Background: an optimization exercise with open tools, aiming at small area. Do not read the settings as production practice. In this exercise RTL edits were held to simulation tests only and were not proved equivalent to the original. Power figures rest on the tool's default switching activity, not on a simulated workload.

## Scheduler
module Scheduler
#(
	parameter RWIDTH = 15,
	parameter DATAWIDTH = 64,
	parameter ADDRESSWIDTH = 32,
	parameter BuffLength = 8,
	parameter BuffBits = $clog2(BuffLength)
)
(
	input logic [DATAWIDTH-1:0] DataIn,
	input logic [ADDRESSWIDTH-1:0] AddrIn,
	input logic rw_in,reset,clock,
	input logic done,valid,buff,
	input logic [BuffBits-1:0] tagfsm,
	output logic [DATAWIDTH-1:0] DataOut,
	output logic [ADDRESSWIDTH-1:0] AddrOut,
	output logic rw_out, full,refresh,ap,
	output logic start,
	output logic [BuffBits -1:0]tagread, tag,
	output logic PageMiss, PageEmpty,
	output logic [1:0] PageHit
);
Size in the first run: about 3000 cells after synthesis, roughly 1300 flip-flops.
clock: 12.0 ns
lec_check: 0
cap_margin: 20
core_margin: 2
core_utilization: 80
place_density: 0.88
slew_margin: 20
standard.sh (not shown) runs the stock make flow with config.mk's settings and CLKGATE_MAP_FILE= SYNTH_SCRIPT=/design/flow/synth_recipe.tcl, a recipe that flattens the netlist after the stock synthesis.
==> flow/flow/run.sh <==
#!/bin/bash
# The standard ORFS layout (standard synthesis unchanged), with two
# changes that only cut buffer area:
#  - each port gets its buffer from the smallest buffer cell (buf_1);
#  - clock tree synthesis uses larger sink clusters and no dummy loads;
#  - after global routing, gates off the critical paths are downsized
#    (ORFS's own power-recovery step, RECOVER_POWER).
# make's full output goes to flow_make.log; ORFS keeps each step's log
# under orfs/logs/.
set -euo pipefail
bash standard.sh \
  "BUFFER_PORTS_ARGS=-buffer_cell sky130_fd_sc_hd__buf_1" \
  "CTS_ARGS=-sink_clustering_enable -repair_clock_nets -dont_use_dummy_load -sink_clustering_size 25 -sink_clustering_max_diameter 60" \
  RECOVER_POWER=100 \
  finish > flow_make.log 2>&1
The starting point ran to the end with violations: max-capacitance violations, max-slew violations.
Change:
==> flow/flow/run.sh (replaced) <==
#!/bin/bash
# The standard ORFS layout (standard synthesis unchanged), with two
# changes that only cut buffer area:
#  - each port gets its buffer from the smallest buffer cell (buf_1);
#  - clock tree synthesis uses larger sink clusters and no dummy loads.
# make's full output goes to flow_make.log; ORFS keeps each step's log
# under orfs/logs/.
set -euo pipefail
bash standard.sh \
  "BUFFER_PORTS_ARGS=-buffer_cell sky130_fd_sc_hd__buf_1" \
  "CTS_ARGS=-sink_clustering_enable -repair_clock_nets -dont_use_dummy_load -sink_clustering_size 25 -sink_clustering_max_diameter 60" \
  finish > flow_make.log 2>&1
This time the run finished clean. Setup slack gains 2.7 ns. Count of clock-buffer cells in the layout does not change. Final cell count stays flat. Sequential share of layout area goes down by 0.24 points. Clock power barely changes. Non-clock buffer count does not change. Die area is unchanged. Worst hold slack hardly moves.
Change:
- CORE_UTILIZATION: 80 -> 70
- PLACE_DENSITY: 0.88 -> 0.8
Outcome: The new run completed with no timing, DRC or antenna violations. Final cell count increases by 2.9%. Critical path depth goes down by 1. Area after synthesis is unchanged. Sequential cell count does not change. Non-clock buffer count shrinks by 2. Synthesized cell count stays the same. Clock skew increases by 0.019 ns. Total power is about the same. Wire length decreases by 9.7%.

The RTL this note starts from:
==> flow/design.v <==
module Scheduler
#(
	parameter RWIDTH = 15,
	parameter DATAWIDTH = 64,
	parameter ADDRESSWIDTH = 32,
	parameter BuffLength = 8,
	parameter BuffBits = $clog2(BuffLength),
	parameter Threshold = 16'h1000
)
(
	input logic [DATAWIDTH-1:0] DataIn,
	input logic [ADDRESSWIDTH-1:0] AddrIn,
	input logic rw_in,reset,clock,
	input logic done,valid,buff,
	input logic [BuffBits-1:0] tagfsm,
	output logic [DATAWIDTH-1:0] DataOut,
	output logic [ADDRESSWIDTH-1:0] AddrOut,
	output logic rw_out, full,refresh,ap,
	output logic start,
	output logic [BuffBits -1:0]tagread, tag,
	output logic PageMiss, PageEmpty,
	output logic [1:0] PageHit
);
localparam EW = 1 + RWIDTH + 2 + 7 + 2 + DATAWIDTH;
logic [BuffLength-1:0][EW-1:0]  Queue;
logic [BuffLength-1:0]          Queue_hit;       
logic [BuffLength-1:0]          Queue_rstcount;
logic [BuffLength-1:0][15:0]    Counters;
logic [BuffLength-1:0]          Freelist;        
logic [BuffLength-1:0]          ScheduledList;   
logic [15:0]             OpenRowValid;
logic [15:0][RWIDTH-1:0] OpenRowAddress;
assign refresh = 1'b0;
assign ap = 1'b0;
assign AddrOut[5:0] = 6'b0;
wire [RWIDTH-1:0] CurRow  = AddrOut[31:17];
wire [3:0]        CurBank = {AddrOut[7:6], AddrOut[16:15]};
function automatic [RWIDTH-1:0] e_row(input [EW-1:0] e);  e_row  = e[EW-2 -: RWIDTH]; endfunction
function automatic [3:0]        e_bank(input [EW-1:0] e); e_bank = {e[DATAWIDTH+1:DATAWIDTH], e[DATAWIDTH+10:DATAWIDTH+9]}; endfunction
function automatic [1:0]        e_bg(input [EW-1:0] e);   e_bg   = e[DATAWIDTH+1:DATAWIDTH]; endfunction
logic [BuffLength-1:0] WriteSel;
assign full = &Freelist;
logic [BuffBits-1:0]   Writeptr;
always_comb begin
	Writeptr = '0;
	for (int i = BuffLength-1; i >= 0; i--)
		if (!Freelist[i])
			Writeptr = i[BuffBits-1:0];
	WriteSel = '0;
	WriteSel[Writeptr] = !full;
end
assign tag = Writeptr;
wire [3:0] InBank = {AddrIn[7:6], AddrIn[16:15]};
wire InHit = OpenRowValid[InBank] && AddrIn[31:17] == OpenRowAddress[InBank];
always_ff @(posedge clock)
	for (int i = 0; i < BuffLength; i++)
		if (valid && WriteSel[i])
			Queue[i] <= {rw_in, AddrIn[31:17], AddrIn[16:15], AddrIn[14:8], AddrIn[7:6], DataIn};
always_ff @(posedge clock)
	for (int i = 0; i < BuffLength; i++)
		if (valid && WriteSel[i])
			Queue_hit[i] <= InHit;
		else if (start && e_bank(Queue[i]) == CurBank)
			Queue_hit[i] <= e_row(Queue[i]) == CurRow;
always_ff @(posedge clock)
	if (valid) begin
		for (int i = 0; i < BuffLength; i++)
			if (WriteSel[i])
				Queue_rstcount[i] <= 1'b1;
	end
	else
		Queue_rstcount <= '0;
always_ff @(posedge clock) begin
	if (reset)
		Freelist <= '0;
	else begin
		if (valid)
			Freelist[Writeptr] <= 1'b1;
		if (start && !rw_out)
			Freelist[tagread] <= 1'b0;
		if (buff)
			Freelist[tagfsm] <= 1'b0;
	end
end
always_ff @(posedge clock) begin
	if (reset)
		ScheduledList <= '0;
	else begin
		if (start && rw_out)
			ScheduledList[tagread] <= 1'b1;
		if (buff)
			ScheduledList[tagfsm] <= 1'b0;
	end
end
wire [BuffLength-1:0] Eligible = Freelist & ~ScheduledList;
localparam [15:0] AgeThresh = 16'h9ed6;
localparam [15:0] AgeLast   = 16'h8000;
function automatic [15:0] age_step(input [15:0] c);
	age_step = {c[14:0], c[15] ^ c[13] ^ c[12] ^ c[10] ^ ~|c[14:0]};
endfunction
logic [BuffLength-1:0] Clear;    
logic [BuffLength-1:0] Zero;     
logic [BuffLength-1:0] Over;
always_comb
	for (int i = 0; i < BuffLength; i++) begin
		Clear[i] = Queue_rstcount[i] || !Eligible[i];
		Zero[i] = Clear[i] || Counters[i] == AgeLast;
	end
always_ff @(posedge clock)
	for (int i = 0; i < BuffLength; i++) begin
		if (Clear[i])
			Counters[i] <= '0;
		else
			Counters[i] <= age_step(Counters[i]);
		Over[i] <= !Zero[i] && (Over[i] || Counters[i] == AgeThresh);
	end
logic [BuffLength-1:0][BuffLength-1:0] Older, Beats;
logic [BuffLength-1:0] MaxSel;       
genvar gi, gj;
generate
	for (gi = 0; gi < BuffLength; gi++) begin : g_row
		for (gj = 0; gj < BuffLength; gj++) begin : g_col
			if (gj < gi) begin : g_lo
				always_ff @(posedge clock)
					Older[gi][gj] <= !Zero[gi] && (Zero[gj] || Older[gi][gj]);
				assign Beats[gi][gj] = !Eligible[gj] || Older[gi][gj];
			end
			else if (gj > gi) begin : g_hi
				assign Older[gi][gj] = 1'b0;
				assign Beats[gi][gj] = !Eligible[gj] || !Older[gj][gi];
			end
			else begin : g_eq
				assign Older[gi][gj] = 1'b0;
				assign Beats[gi][gj] = Eligible[gi];
			end
		end
		assign MaxSel[gi] = &Beats[gi];
	end
endgenerate
logic [BuffLength-1:0] ThresholdCrossed;
always_comb
	for (int i = 0; i < BuffLength; i++)
		ThresholdCrossed[i] = Eligible[i] && Over[i];
wire checkthresh = |ThresholdCrossed;
logic [BuffLength-1:0] OpenPageLong, OpenPageShort;
always_comb
	for (int i = 0; i < BuffLength; i++) begin
		OpenPageLong[i]  = Queue_hit[i] && Eligible[i];
		OpenPageShort[i] = OpenPageLong[i] && e_bg(Queue[i]) != AddrOut[7:6];
	end
logic [BuffLength-1:0] FirstS, FirstL, Sel;
always_comb begin
	FirstS = '0;
	FirstL = '0;
	for (int i = BuffLength-1; i >= 0; i--) begin
		if (OpenPageShort[i]) FirstS = 8'd1 << i;
		if (OpenPageLong[i])  FirstL = 8'd1 << i;
	end
end
always_comb
	if (checkthresh)            Sel = MaxSel;
	else if (|OpenPageShort)    Sel = FirstS;
	else if (|OpenPageLong)     Sel = FirstL;
	else                        Sel = MaxSel;
logic [BuffBits-1:0] NextTr;
logic [EW-1:0] Next;
logic NextHit;
always_comb begin
	NextTr = '0;
	Next = '0;
	NextHit = 1'b0;
	for (int i = 0; i < BuffLength; i++) begin
		NextTr = NextTr | ({BuffBits{Sel[i]}} & i[BuffBits-1:0]);
		Next = Next | ({EW{Sel[i]}} & Queue[i]);
		NextHit = NextHit | (Sel[i] & Queue_hit[i]);
	end
end
wire NextOpen = OpenRowValid[e_bank(Next)];
wire issue = done && !start && |Eligible;
always_ff @(posedge clock)
	if (reset)
		start <= 1'b0;
	else
		start <= issue;
always_ff @(posedge clock)
	if (issue) begin
		tagread <= NextTr;
		{rw_out, AddrOut[31:17], AddrOut[16:15], AddrOut[14:8], AddrOut[7:6], DataOut} <= Next;
		PageHit <= {NextHit, NextHit && e_bg(Next) == AddrOut[7:6]};
		PageMiss <= !NextHit && NextOpen;
		PageEmpty <= !NextHit && !NextOpen;
	end
always_ff @(posedge clock)
	if (reset)
		OpenRowValid <= '0;
	else if (issue)
		OpenRowValid[e_bank(Next)] <= 1'b1;
always_ff @(posedge clock)
	if (issue)
		OpenRowAddress[e_bank(Next)] <= e_row(Next);
endmodule
Settings: LEC_CHECK=0, CAP_MARGIN=20, CORE_MARGIN=2, CORE_UTILIZATION=65, CTS_BUF_LIST=sky130_fd_sc_hd__clkbuf_4 sky130_fd_sc_hd__clkbuf_8, PLACE_DENSITY=0.75, SLEW_MARGIN=20; clock period 12.0 ns.
run.sh (not shown) runs the stock make flow with config.mk's settings and CLKGATE_MAP_FILE= SYNTH_SCRIPT=/design/flow/synth_recipe.tcl, a recipe that flattens the netlist after the stock synthesis.
Stock flow here: none of the scripts above is used.
Then changed:
- CTS_BUF_LIST: sky130_fd_sc_hd__clkbuf_4 sky130_fd_sc_hd__clkbuf_8 -> unset
=>
- The new run finished clean
- combinational power hardly moves
- fmax rises slightly
- clock skew falls by 0.011 ns

## port drivers added, routing unchanged
The flow's constraints put no driver on any port. The routed layouts listed below were extracted and timed again, unchanged, in two steps.
Step 1, drivers: a clkbuf_16 drives clock and a buf_2 each remaining input, both assumed.
Step 2, shift: input delay + t, output delay - t, t = (earliest + latest rising clock arrival at the registers) / 2. This alone moves slack from input paths to output paths.
a / b / c = no drivers / after step 1 / after step 2; a / b = the first two.
run | t, ns | setup WS [ns] | hold slack, ns | worst register clock-pin slew, ns | worst slew at a driven data input, ns
the first run of note 1 | 0.708 | 3.022 / 3.022 / 2.446 | 0.383 / 0.383 / 0.383 | 0.10 / 0.10 | 0.15
the second run of note 1 | 0.710 | 5.679 / 5.679 / 5.418 | 0.383 / 0.383 / 0.383 | 0.10 / 0.10 | 0.14
the third run of note 1 | 0.667 | 5.933 / 5.957 / 5.290 | 0.365 / 0.365 / 0.365 | 0.10 / 0.10 | 0.11
the first run of note 2 | 0.911 | 4.393 / 4.393 / 4.393 | 0.447 / 0.447 / 0.447 | 0.07 / 0.07 | 0.12
the second run of note 2 | 0.776 | 4.468 / 4.468 / 4.468 | 0.444 / 0.444 / 0.444 | 0.07 / 0.07 | 0.11
For the third run of note 1, which loses most, drivers alone change the setup slack by +0.024 ns; drivers and shift together by -0.643 ns.
